This is an optimization exercise on Yosys and OpenROAD, whose aim is small area, a short achievable clock period and few clock cycles, not a production implementation. Where RTL was checked, it was by simulation tests only, not by an equivalence proof against the original.

==> v31: inputs <==
==> flow/design.v <==
module mult_accelerator (
	input clk,
	output read_n,
	output write_n,
	output chipselect,
	input waitrequest,
	output [31:0] address,
	output [1:0] byteenable,
	input readdatavalid,
	input [15:0] readdata,
	output [15:0] writedata,
	input reset_n
);
assign byteenable = 2'b11;
assign chipselect = 1'b1;
localparam [15:0] PIX1 = 16'd1,     W1 = 16'd50,    R1 = 16'd39250,
                  PIX2 = 16'd39450, W2 = 16'd39463, R2 = 16'd49463;
localparam [5:0] PLAST1 = PIX1[5:0] + 6'd48, PLAST2 = PIX2[5:0] + 6'd12;
localparam [9:0] RLAST1 = R1[9:0] + 10'd199, RLAST2 = R2[9:0] + 10'd199;
localparam [13:0] OFS1 = -14'sd6272, OFS2 = -14'sd1600;
localparam [2:0] S_POLL = 3'd0, S_RUN = 3'd1, S_END = 3'd2, S_WR = 3'd3,
                 S_FL0 = 3'd4, S_FLAG = 3'd5;
reg [2:0]  state;
reg        layer2;       
reg        cmd;          
reg        ph;           
reg [1:0]  sd;           
reg        gl;           
reg        rl;           
reg [5:0]  pa;           
reg [9:0]  ra;           
reg [15:0] wptr;         
reg [15:0] aq;           
reg        rd, wr;       
reg [1:0]  t1, t2;       
reg        clr;          
reg [15:0] pix;          
reg [1:0]  q;            
reg [4:0]  y01, y23;     
reg        yv;           
reg        cy;           
reg [5:0]  acc_lo;
reg [7:0]  acc_hi;
assign read_n = !rd;
assign write_n = !wr;
assign address = {2'b11, 13'd0, aq, 1'b0};
assign writedata = {{2{acc_hi[7]}}, acc_hi, acc_lo};
wire adv = !(rd || wr) || !waitrequest;
wire [9:0] phi = layer2 ? PIX2[15:6] : PIX1[15:6];
wire [5:0] plo = layer2 ? PIX2[5:0] : PIX1[5:0];
wire wl = (sd == 2'd0);                
wire acc_done = !t1[1] && !t2[1] && !yv;
always @(posedge clk) begin
	if (!reset_n) begin
		state <= S_POLL;
		rd <= 1'b0;
		wr <= 1'b0;
	end else if (state == S_POLL && cmd) begin
		state <= S_RUN;
		rd <= 1'b1;
		aq <= {phi, plo};
	end else if (adv) begin
		case (state)
			S_POLL: begin
				rd <= 1'b1;
				aq <= 16'd0;
			end
			S_RUN: begin
				if (ph || !wl)
					aq <= wptr;
				else if (gl) begin
					state <= S_END;
					aq <= {phi, plo};
				end else
					aq <= {phi, pa};
			end
			S_END: begin
				rd <= 1'b0;
				if (acc_done) begin
					state <= S_WR;
					aq <= {layer2 ? R2[15:10] : R1[15:10], ra};
					wr <= 1'b1;
				end
			end
			S_WR: begin
				wr <= 1'b0;
				if (rl)
					state <= S_FL0;
				else begin
					state <= S_RUN;
					aq <= wptr;
					rd <= 1'b1;
				end
			end
			S_FL0: begin
				state <= S_FLAG;
				aq <= 16'd0;
				wr <= 1'b1;
			end
			default: begin
				state <= S_POLL;
				wr <= 1'b0;
			end
		endcase
	end
end
always @(posedge clk) begin
	if (!reset_n) begin
		cmd <= 1'b0;
		t1 <= 2'b00;
		t2 <= 2'b00;
	end else begin
		cmd <= (state == S_POLL) && !cmd && readdatavalid &&
		       (&readdata[15:2]) && (readdata[1] ^ readdata[0]);
		t2 <= t1;
		t1 <= (!waitrequest && rd && (state == S_RUN || state == S_END)) ? {!ph, ph} : 2'b00;
	end
end
always @(posedge clk) begin
	if (state == S_POLL) begin
		if (readdatavalid && !cmd)
			layer2 <= readdata[0];
		ph <= 1'b1;
		gl <= 1'b0;
		pa <= plo + 6'd1;
		ra <= layer2 ? R2[9:0] : R1[9:0];
		wptr <= layer2 ? W2 : W1;
	end else if (adv) begin
		if ((state == S_RUN && (ph || !wl)) || (state == S_WR && !rl))
			wptr <= wptr + 16'd1;
		if ((state == S_RUN || state == S_END) && ph) begin
			ph <= 1'b0;
			sd <= (layer2 && gl) ? 2'd1 : 2'd3;
		end
		if (state == S_RUN && !ph) begin
			sd <= sd - 2'd1;
			if (wl) begin
				ph <= 1'b1;
				if (gl) begin
					pa <= plo + 6'd1;
					gl <= 1'b0;
				end else begin
					pa <= pa + 6'd1;
					gl <= (pa == (layer2 ? PLAST2 : PLAST1));
				end
			end
		end
		if (state == S_END && acc_done) begin
			ra <= ra + 10'd1;
			rl <= (ra == (layer2 ? RLAST2 : RLAST1));
		end
	end
end
wire arr_pix = t2[0];
wire arr_wt  = t2[1];
reg [3:0] g;
always @(*)
	case (q)
		2'd0: g = pix[15:12];
		2'd1: g = pix[11:8];
		2'd2: g = pix[7:4];
		default: g = pix[3:0];
	endcase
wire [3:0] o0 = g[0] ? {~readdata[3],  readdata[2:0]}   : 4'd8;
wire [3:0] o1 = g[1] ? {~readdata[7],  readdata[6:4]}   : 4'd8;
wire [3:0] o2 = g[2] ? {~readdata[11], readdata[10:8]}  : 4'd8;
wire [3:0] o3 = g[3] ? {~readdata[15], readdata[14:12]} : 4'd8;
wire [6:0] lo_sum = acc_lo + y01 + y23;
always @(posedge clk) begin
	clr <= (state == S_POLL && cmd) || (state == S_WR && adv);
	if (arr_pix)
		pix <= readdata;
	if (arr_pix)
		q <= 2'd0;
	else if (arr_wt)
		q <= q + 2'd1;
	y01 <= arr_wt ? o0 + o1 : 5'd0;
	y23 <= arr_wt ? o2 + o3 : 5'd0;
	yv <= arr_wt;
	if (clr || state == S_FL0) begin
		acc_lo <= {6{state == S_FL0}};
		acc_hi <= (state == S_FL0) ? 8'hFF : (layer2 ? OFS2[13:6] : OFS1[13:6]);
		cy <= 1'b0;
	end else begin
		acc_lo <= lo_sum[5:0];
		acc_hi <= acc_hi + cy;
		cy <= lo_sum[6];
	end
end
endmodule
==> flow/flow/run.sh <==
#!/bin/bash
# Standard layout, with plain buffers on the ports.
set -e
echo 'export BUFFER_PORTS_ARGS = -buffer_cell sky130_fd_sc_hd__buf_2' >> config.mk
bash standard.sh > standard.log 2>&1
==> flow/standard.sh <==
#!/bin/bash
# synth_recipe.tcl (not shown) runs the flow's synth.tcl, then flattens the netlist and writes it again
# the make line also repeats each setting of config.mk as NAME=value (left out here)
make -C /OpenROAD-flow-scripts/flow DESIGN_CONFIG=/design/flow/config.mk WORK_HOME=/design/flow/orfs CLKGATE_MAP_FILE= SYNTH_SCRIPT=/design/flow/synth_recipe.tcl "${@:-finish}"
==> flow/config.mk <==
export PLATFORM = sky130hd
export DESIGN_NAME = mult_accelerator
export DESIGN_NICKNAME = mult_accelerator
export VERILOG_FILES = /design/flow/design.v
export SDC_FILE = /design/flow/constraint.sdc
export NUM_CORES = 4
export LEC_CHECK = 0
export CAP_MARGIN = 20
export CORE_MARGIN = 2
export CORE_UTILIZATION = 65
export CTS_BUF_LIST = sky130_fd_sc_hd__clkbuf_8
export PLACE_DENSITY = 0.75
export SETUP_SLACK_MARGIN = 3.8
export SLEW_MARGIN = 20
export BUFFER_PORTS_ARGS = -buffer_cell sky130_fd_sc_hd__buf_2
==> flow/constraint.sdc <==
create_clock -name core_clock -period 6.0 [get_ports {clk}]
set_input_delay 1.2000 -clock core_clock [delete_from_list [all_inputs] [get_ports {clk}]]
set_output_delay 1.2000 -clock core_clock [all_outputs]
set_load 0.01 [all_outputs]
==> v2 (differences from v31) <==
==> flow/design.v (replaced) <==
module mult_accelerator (
	input clk,
	output read_n,
	output write_n,
	output chipselect,
	input waitrequest,
	output [31:0] address,
	output [1:0] byteenable,
	input readdatavalid,
	input [15:0] readdata,
	output [15:0] writedata,
	input reset_n
);
assign byteenable = 2'b11;
assign chipselect = 1'b1;
localparam [15:0] PIX1 = 16'd1,     W1 = 16'd50,    R1 = 16'd39250,
                  PIX2 = 16'd39450, W2 = 16'd39463, R2 = 16'd49463;
localparam [5:0] PLAST1 = PIX1[5:0] + 6'd48, PLAST2 = PIX2[5:0] + 6'd12;
localparam [9:0] RLAST1 = R1[9:0] + 10'd199, RLAST2 = R2[9:0] + 10'd199;
localparam [2:0] S_POLL = 3'd0, S_RUN = 3'd1, S_END = 3'd2, S_WR = 3'd3,
                 S_FL0 = 3'd4, S_FLAG = 3'd5;
reg [2:0]  state;
reg        layer2;       
reg        cmd;          
reg        rd, wr;       
reg [15:0] aq;           
reg        cp;           
reg [3:0]  cg;           
reg [5:0]  pa;           
reg        pdone;        
reg        vcur, vnxt;   
reg [15:0] pcur, pnxt;
reg [3:0]  rm;           
reg [15:0] gptr;         
reg [9:0]  ra;           
reg        rl;           
reg        t1p, t2p, t1w, t2w;  
reg [3:0]  t1g, t2g;     
reg        clr;          
reg [4:0]  y01, y23;     
reg        yv;           
reg [5:0]  acc_lo;
reg [7:0]  acc_hi;
assign read_n = !rd;
assign write_n = !wr;
assign address = {2'b11, 13'd0, aq, 1'b0};
assign writedata = {{2{acc_hi[7]}}, acc_hi, acc_lo};
wire adv = !(rd || wr) || !waitrequest;
wire [9:0] phi = layer2 ? PIX2[15:6] : PIX1[15:6];
wire [5:0] plo = layer2 ? PIX2[5:0] : PIX1[5:0];
wire acc_done = !t1w && !t2w && !yv;
function [3:0] need;
	input [15:0] w;
	need = {|w[3:0], |w[7:4], |w[11:8], |w[15:12]};
endfunction
wire can_w = vcur && (rm != 4'd0);
wire cur_free = vcur && (rm == 4'd0);            
wire cur_p = rd && cp;
wire can_p = !pdone && !(can_w && (vnxt || t1p || t2p || cur_p) ||
                         vnxt && (t1p || t2p || cur_p) ||
                         t1p && (t2p || cur_p) ||
                         t2p && cur_p);
wire [3:0] kbit = {rm[3] && rm[2:0] == 3'd0, rm[2] && rm[1:0] == 2'd0, rm[1] && !rm[0], rm[0]};
wire rm_one = !(rm[0] && (rm[1] || rm[2] || rm[3]) || rm[1] && (rm[2] || rm[3]) || rm[2] && rm[3]);
wire [3:0] knib = ({4{kbit[0]}} & pcur[15:12]) | ({4{kbit[1]}} & pcur[11:8]) |
                  ({4{kbit[2]}} & pcur[7:4])   | ({4{kbit[3]}} & pcur[3:0]);
wire [1:0] gl = gptr[1:0];
wire [1:0] klo = {gl[1] ^ kbit[2] ^ kbit[3] ^ (gl[0] && (kbit[1] || kbit[3])), gl[0] ^ kbit[1] ^ kbit[3]};
wire kcy = gl == 2'd1 ? kbit[3] : gl == 2'd2 ? (kbit[2] || kbit[3]) : gl == 2'd3 ? !kbit[0] : 1'b0;
wire [13:0] ghi1 = gptr[15:2] + 14'd1;
wire [15:0] waddr = {kcy ? ghi1 : gptr[15:2], klo};
wire l2last = layer2 && pdone && !t1p && !t2p && !cur_p && !vnxt;
wire [15:0] gnext = l2last ? {gl[1] ? ghi1 : gptr[15:2], !gl[1], gl[0]} : {ghi1, gl};
wire row_left = !pdone || t1p || t2p || (rd && cp) || vnxt || can_w;
wire run_sel = (state == S_RUN) || (state == S_WR && !rl);
wire cp_sel = (run_sel || state == S_END && !acc_done) && can_p;
wire cw_sel = run_sel && !can_p && can_w;
wire wr_sel = (state == S_END && acc_done) || state == S_FL0;
wire choose_p = adv && cp_sel;
wire choose_w = adv && cw_sel;
wire rel = cur_free;
always @(posedge clk) begin
	if (!reset_n) begin
		state <= S_POLL;
		rd <= 1'b0;
		wr <= 1'b0;
	end else if (state == S_POLL && cmd) begin
		state <= S_RUN;
		rd <= 1'b0;
	end else if (adv) begin
		rd <= cp_sel || cw_sel || state == S_POLL;
		wr <= wr_sel;
		case (state)
			S_RUN: if (!row_left) state <= S_END;
			S_END: if (acc_done) state <= S_WR;
			S_WR: state <= rl ? S_FL0 : S_RUN;
			S_FL0: state <= S_FLAG;
			S_FLAG: state <= S_POLL;
			default: state <= S_POLL;
		endcase
	end
end
always @(posedge clk)
	if (adv) begin
		aq <= cp_sel ? {phi, pa} :
		      cw_sel ? waddr :
		      (state == S_END) ? {layer2 ? R2[15:10] : R1[15:10], ra} : 16'd0;
		cp <= cp_sel;
		cg <= knib;
	end
always @(posedge clk) begin
	if (!reset_n) begin
		cmd <= 1'b0;
		t1p <= 1'b0;
		t2p <= 1'b0;
		t1w <= 1'b0;
		t2w <= 1'b0;
	end else begin
		cmd <= (state == S_POLL) && !cmd && readdatavalid &&
		       (&readdata[15:2]) && (readdata[1] ^ readdata[0]);
		t2p <= t1p;
		t2w <= t1w;
		t1p <= !waitrequest && rd && cp && state != S_POLL;
		t1w <= !waitrequest && rd && !cp && state != S_POLL;
	end
	t2g <= t1g;
	t1g <= cg;
end
wire pin_last = layer2 && pdone && !t1p && !cur_p;
wire [15:0] pin = {readdata[15:8], pin_last ? 8'd0 : readdata[7:0]};
always @(posedge clk) begin
	if (state == S_POLL) begin
		if (readdatavalid && !cmd)
			layer2 <= readdata[0];
		vcur <= 1'b0;
		vnxt <= 1'b0;
		pa <= plo;
		pdone <= 1'b0;
		ra <= layer2 ? R2[9:0] : R1[9:0];
		gptr <= layer2 ? W2 : W1;
	end else begin
		if (choose_p) begin
			pa <= pa + 6'd1;
			pdone <= (pa == (layer2 ? PLAST2 : PLAST1));
		end
		if (state == S_RUN && adv && !row_left) begin
			pa <= plo;
			pdone <= 1'b0;
		end
		if (choose_w)
			rm <= rm & ~kbit;
		if (rel)
			gptr <= gnext;
		if (rel || !vcur) begin
			if (vnxt) begin
				pcur <= pnxt;
				rm <= need(pnxt);
				vcur <= 1'b1;
				vnxt <= t2p;
				pnxt <= pin;
			end else begin
				pcur <= pin;
				rm <= need(pin);
				vcur <= t2p;
			end
		end else if (t2p) begin
			pnxt <= pin;
			vnxt <= 1'b1;
		end
		if (state == S_END && adv && acc_done) begin
			ra <= ra + 10'd1;
			rl <= (ra == (layer2 ? RLAST2 : RLAST1));
		end
	end
end
wire arr_wt = t2w;
wire [3:0] g = t2g;
wire [3:0] o0 = g[0] ? {~readdata[3],  readdata[2:0]}   : 4'd8;
wire [3:0] o1 = g[1] ? {~readdata[7],  readdata[6:4]}   : 4'd8;
wire [3:0] o2 = g[2] ? {~readdata[11], readdata[10:8]}  : 4'd8;
wire [3:0] o3 = g[3] ? {~readdata[15], readdata[14:12]} : 4'd8;
wire [7:0] lo_sum = acc_lo + {yv, y01} + y23;
reg [1:0] cr;     
reg       yd;     
always @(posedge clk) begin
	clr <= (state == S_POLL && cmd) || (state == S_WR && adv);
	y01 <= arr_wt ? o0 + o1 : 5'd0;
	y23 <= arr_wt ? o2 + o3 : 5'd0;
	yv <= arr_wt;
	if (clr || state == S_FL0) begin
		acc_lo <= {6{state == S_FL0}};
		acc_hi <= {8{state == S_FL0}};
		cr <= 2'd0;
		yd <= 1'b0;
	end else begin
		acc_lo <= lo_sum[5:0];
		acc_hi <= acc_hi + cr - yd;
		cr <= lo_sum[7:6];
		yd <= yv;
	end
end
endmodule
Settings changed: SETUP_SLACK_MARGIN 3.8 to 3.6.
==> v38 (differences from v31) <==
--- a/flow/design.v
+++ b/flow/design.v
@@ -35,7 +35,6 @@
 reg [1:0]  t1, t2;       
 reg        clr;          
 reg [15:0] pix;          
-reg [1:0]  q;            
 reg [4:0]  y01, y23;     
 reg        yv;           
 reg        cy;           
@@ -153,14 +152,7 @@
 end
 wire arr_pix = t2[0];
 wire arr_wt  = t2[1];
-reg [3:0] g;
-always @(*)
-	case (q)
-		2'd0: g = pix[15:12];
-		2'd1: g = pix[11:8];
-		2'd2: g = pix[7:4];
-		default: g = pix[3:0];
-	endcase
+wire [3:0] g = pix[15:12];
 wire [3:0] o0 = g[0] ? {~readdata[3],  readdata[2:0]}   : 4'd8;
 wire [3:0] o1 = g[1] ? {~readdata[7],  readdata[6:4]}   : 4'd8;
 wire [3:0] o2 = g[2] ? {~readdata[11], readdata[10:8]}  : 4'd8;
@@ -170,10 +162,8 @@
 	clr <= (state == S_POLL && cmd) || (state == S_WR && adv);
 	if (arr_pix)
 		pix <= readdata;
-	if (arr_pix)
-		q <= 2'd0;
 	else if (arr_wt)
-		q <= q + 2'd1;
+		pix <= {pix[11:0], 4'd0};
 	y01 <= arr_wt ? o0 + o1 : 5'd0;
 	y23 <= arr_wt ? o2 + o3 : 5'd0;
 	yv <= arr_wt;
==> flow/flow/run.sh (replaced) <==
#!/bin/bash
# Standard layout, with plain buffers on the ports and a clock tree without
# dummy balancing loads.
set -e
cat >> config.mk <<'CFG'
export BUFFER_PORTS_ARGS = -buffer_cell sky130_fd_sc_hd__buf_2
export CTS_ARGS = -sink_clustering_enable -repair_clock_nets -buf_list sky130_fd_sc_hd__clkbuf_8 -dont_use_dummy_load
CFG
bash standard.sh > standard.log 2>&1
Settings changed: CTS_ARGS set to -sink_clustering_enable -repair_clock_nets -buf_list sky130_fd_sc_hd__clkbuf_8 -dont_use_dummy_load.
==> out/results.ini <==
[clocking]
clock_latency_ps=360

[cells_and_area]
layout_common_cells=68 x edfxtp_1, 53 x buf_2, 42 x nand2_1
seq-cell-share_pct=44.9
layout-area-overhead-vs-synth_pct=7.46
inverters=22

[worst_setup_path]
rr_worst_depth=8

[outcome]
outcome=no timing/DRC/antenna violations

[detailed_routing]
wl_met1_um=5540

[placed_design]
dpl.hpwl_um=8850

[synthesis]
synth_top_area_share_pct=34.9
synthAdderAreaFrac_pct=6.79

The numbers above come from v38.

==> out/results.ini <==
[outcome]
outcome=no timing/DRC/antenna violations

[synthesis]
synthAdderAreaFrac_pct=7.34

[clocking]
clock_latency_ps=390

[cells_and_area]
seq-cell-share_pct=42.4
layout_common_cells=68 x edfxtp_1, 53 x buf_2, 39 x nor2_1

The numbers above come from v31.

==> out/results.ini <==
[clocking]
clock_latency_ps=450

[detailed_routing]
wl_met1_um=7260

[outcome]
outcome=no timing/DRC/antenna violations

[synthesis]
synth_top_area_share_pct=36.5

[placed_design]
dpl.hpwl_um=11300

[cells_and_area]
seq-cell-share_pct=45.0

The numbers above come from v2.

Testbench counts of v2, summed over its fixed seeds: cycles 420,833.
Testbench counts of v38, summed over its fixed seeds: cycles 573,099.
For v31, only the layout was checked, not whether the RTL still works.

-- re-timing with driven ports --
How much do the figures lean on ideal ports? The routed layouts below were timed once more, with nothing changed but the port constraints.
Step 1 (the two cells are an assumption about what drives the block):
set clk [get_ports {clk}]
set_driving_cell -lib_cell sky130_fd_sc_hd__clkbuf_16 $clk
set_driving_cell -lib_cell sky130_fd_sc_hd__buf_2 [delete_from_list [all_inputs] $clk]
Step 2 moves the port delays by t, midway between the first and last clock arrival at a register: inputs arrive t later, outputs are due t later. That takes back most of the time a late clock gives input paths.
Slacks: no drivers / after step 1 / after step 2; pairs: no drivers / after step 1.
run | t, ns | setup WS [ns] | worst setup path after step 2 | clock arrival spread, ns | worst register clock-pin slew, ns
v31 | 0.417 | 3.609 / 3.609 / 3.496 | input to register | 0.014 / 0.014 | 0.11 / 0.11
v2 | 0.484 | 3.664 / 3.662 / 3.258 | input to register | 0.012 / 0.012 | 0.08 / 0.08
v38 | 0.379 | 3.850 / 3.819 / 3.545 | input to register | 0.034 / 0.035 | 0.10 / 0.10
After both steps setup and hold are still met in every run listed. The setup slack of v2, which loses most, moves by -0.002 ns with the drivers and by -0.406 ns with both steps.
